This is an optimization exercise on Yosys and OpenROAD, whose aim is small area, not a production implementation. Where RTL was checked, it was by simulation tests only, not by an equivalence proof against the original. No activity file was given, so power comes from the tool's default toggle rates.

// DLL_RD
module DLL_RD(
	input wire sclk,
	input wire srst_n,
	input wire [11:0] cc_p_h_i,		         
    input wire [11:0] cc_p_d_i,		         
	input wire [11:0] cc_np_h_i,		     
	input wire [11:0] cc_cpl_h_i,	         
    input wire [11:0] cc_cpl_d_i,            
	output wire [255:0] dll2tl_data_o,
    output wire [2:0] dll2tl_data_en_o,
    output wire [11:0] ep_cc_p_h_o,
    output wire [11:0] ep_cc_p_d_o,
	output wire ep_cc_p_en_o,
    output wire [11:0] ep_cc_np_h_o,
    output wire ep_cc_np_en_o,
    output wire [11:0] ep_cc_cpl_h_o,
    output wire [11:0] ep_cc_cpl_d_o,
    output wire ep_cc_cpl_en_o,
    output wire [11:0] ep_cl_p_h_o,
    output wire [11:0] ep_cl_p_d_o,
    output wire [11:0] ep_cl_np_h_o,
    output wire [11:0] ep_cl_cpl_h_o,
    output wire [11:0] ep_cl_cpl_d_o,
	output wire ep_cl_en_o,
	output wire updatefc_p_o,
	output wire updatefc_np_o,
	output wire updatefc_cpl_o,
	input wire arb_ready_i,
	output wire dllp_valid_o,
	output wire [255:0] dllp_data_o,
	input pipe2dll_valid_i,
	input wire [255:0] pipe2dll_data_i,
  ...
Size in the first run: roughly 1400 flip-flops, about 980 I/O pins, ~52000 um^2 of cells after synthesis.
==> flow/config.mk <==
export PLATFORM = sky130hd
export DESIGN_NAME = DLL_RD
export DESIGN_NICKNAME = DLL_RD
export VERILOG_FILES = /design/flow/design.v
export SDC_FILE = /design/flow/constraint.sdc
export NUM_CORES = 4
export LEC_CHECK = 0
export CAP_MARGIN = 20
export CORE_MARGIN = 2
export CORE_UTILIZATION = 60
export CTS_BUF_LIST = sky130_fd_sc_hd__clkbuf_16
export CTS_CLUSTER_DIAMETER = 80
export CTS_CLUSTER_SIZE = 30
export PLACE_DENSITY = 0.75
export SLEW_MARGIN = 20
==> flow/constraint.sdc <==
create_clock -name core_clock -period 6.0 [get_ports {sclk}]
set_input_delay 1.2000 -clock core_clock [delete_from_list [all_inputs] [get_ports {sclk}]]
set_output_delay 1.2000 -clock core_clock [all_outputs]
set_load 0.01 [all_outputs]
standard.sh (not shown) runs the stock make flow with config.mk's settings and CLKGATE_MAP_FILE= SYNTH_SCRIPT=/design/flow/synth_recipe.tcl, a recipe that flattens the netlist after the stock synthesis.
==> flow/flow/run.sh <==
#!/bin/bash
# The standard layout (the standard.sh: ORFS synthesis, floorplan, place, CTS, route,
# finish), with the port buffers that global placement inserts made from
# sky130_fd_sc_hd__buf_1 instead of the cell buffer_ports picks by default.
set -euo pipefail
cd "$(dirname "$0")/.."
bash standard.sh "BUFFER_PORTS_ARGS=-buffer_cell sky130_fd_sc_hd__buf_1" finish > make_finish.log 2>&1
The first run went through all stages and came out clean.
Next try:
--- a/flow/design.v
+++ b/flow/design.v
@@ -398,33 +398,31 @@
         np          <= in_np;
         posted      <= (pipe2dll_data_i[135:128] == 8'h60);
         last0       <= in_np || in_n == 3'd0;
         m           <= in_n[1:0] - 2'd1;
         match       <= (in_seq == next_rcv_seq);
         c           <= 3'd0;
     end
     else if (shift_hi)
         c           <= c + 3'd1;
 end
+wire hold_c  = t_idle |
+               ((tstate == T_SEQ || tstate == T_SENDH || tstate == T_DONEH) & c[2]);
+wire hold_hi = hold_c | t_sendd | ((tstate == T_DONED) & (c[1:0] == m));
+wire hold_lo = hold_c | (tstate == T_DONED);
+wire [255:0] sh_m = {{128{shift_hi}}, {128{shift_lo}}};
+wire [255:0] hd_m = {{128{hold_hi}},  {128{hold_lo}}};
 always_ff @(posedge sclk) begin
-    if (shift_hi) begin
-        pipe_q[0][255:128] <= pipe_q[1][255:128];
-        pipe_q[1][255:128] <= pipe_q[2][255:128];
-        pipe_q[2][255:128] <= pipe_q[3][255:128];
-        pipe_q[3][255:128] <= pipe2dll_data_i[255:128];
-    end
-    if (shift_lo) begin
-        pipe_q[0][127:0]   <= pipe_q[1][127:0];
-        pipe_q[1][127:0]   <= pipe_q[2][127:0];
-        pipe_q[2][127:0]   <= pipe_q[3][127:0];
-        pipe_q[3][127:0]   <= pipe2dll_data_i[127:0];
-    end
+    pipe_q[0] <= (pipe_q[0] & hd_m) | (pipe_q[1]       & sh_m);
+    pipe_q[1] <= (pipe_q[1] & hd_m) | (pipe_q[2]       & sh_m);
+    pipe_q[2] <= (pipe_q[2] & hd_m) | (pipe_q[3]       & sh_m);
+    pipe_q[3] <= (pipe_q[3] & hd_m) | (pipe2dll_data_i & sh_m);
 end
 always_ff @(posedge sclk) begin
     if (!srst_n) begin
         next_rcv_seq <= 12'd0;
         nak          <= 1'b0;
     end
     else if (tstate == T_SEQ) begin
         if (match) next_rcv_seq <= next_rcv_seq + 12'd1;
         nak <= !match;
     end
After rerunning: Synthesized area barely changes; sequential share of layout area goes down by 17 points; combinational power goes up by well over a third; via count goes up by a quarter to a third; core utilization goes down by 1.1 points; clock-buffer cell count goes down by 2; register-to-register slack is better by 0.02 ns; power goes up by roughly a tenth; non-clock buffer count goes up by 5; clock power goes down by a few percent; final area goes down slightly; clock skew goes down by 0.053 ns; wire length goes up by roughly a tenth.
Function not checked in the first run of this note: the RTL went through the layout flow alone.

## re-timing with driven ports
The results above use ideal ports. As a check the final layouts listed here were re-extracted and re-timed, cells and wires unchanged.
Step 1 (the two cells are an assumption about what drives the block):
set clk [get_ports {sclk}]
set_driving_cell -lib_cell sky130_fd_sc_hd__clkbuf_16 $clk
set_driving_cell -lib_cell sky130_fd_sc_hd__buf_2 [delete_from_list [all_inputs] $clk]
Step 2 also shifts input and output timing later by t, the mid clock arrival at the registers, as if the neighbouring blocks saw the same clock.
Slacks: ideal ports / drivers / drivers and shift; pairs: ideal ports / drivers.
| run | shift t [ns] | slack for setup (ns) | worst setup path at the end | worst data-port slew with drivers (ns) | cell pins on the clock port's net |
|---|---|---|---|---|---|
| the first run | 0.742 | 0.288 / 0.215 / 0.894 | input to register | 0.24 | 1 |
| the second run | 0.750 | 0.137 / 0.063 / 0.813 | register to output | 0.24 | 1 |
After both steps setup and hold are still met in every run listed.
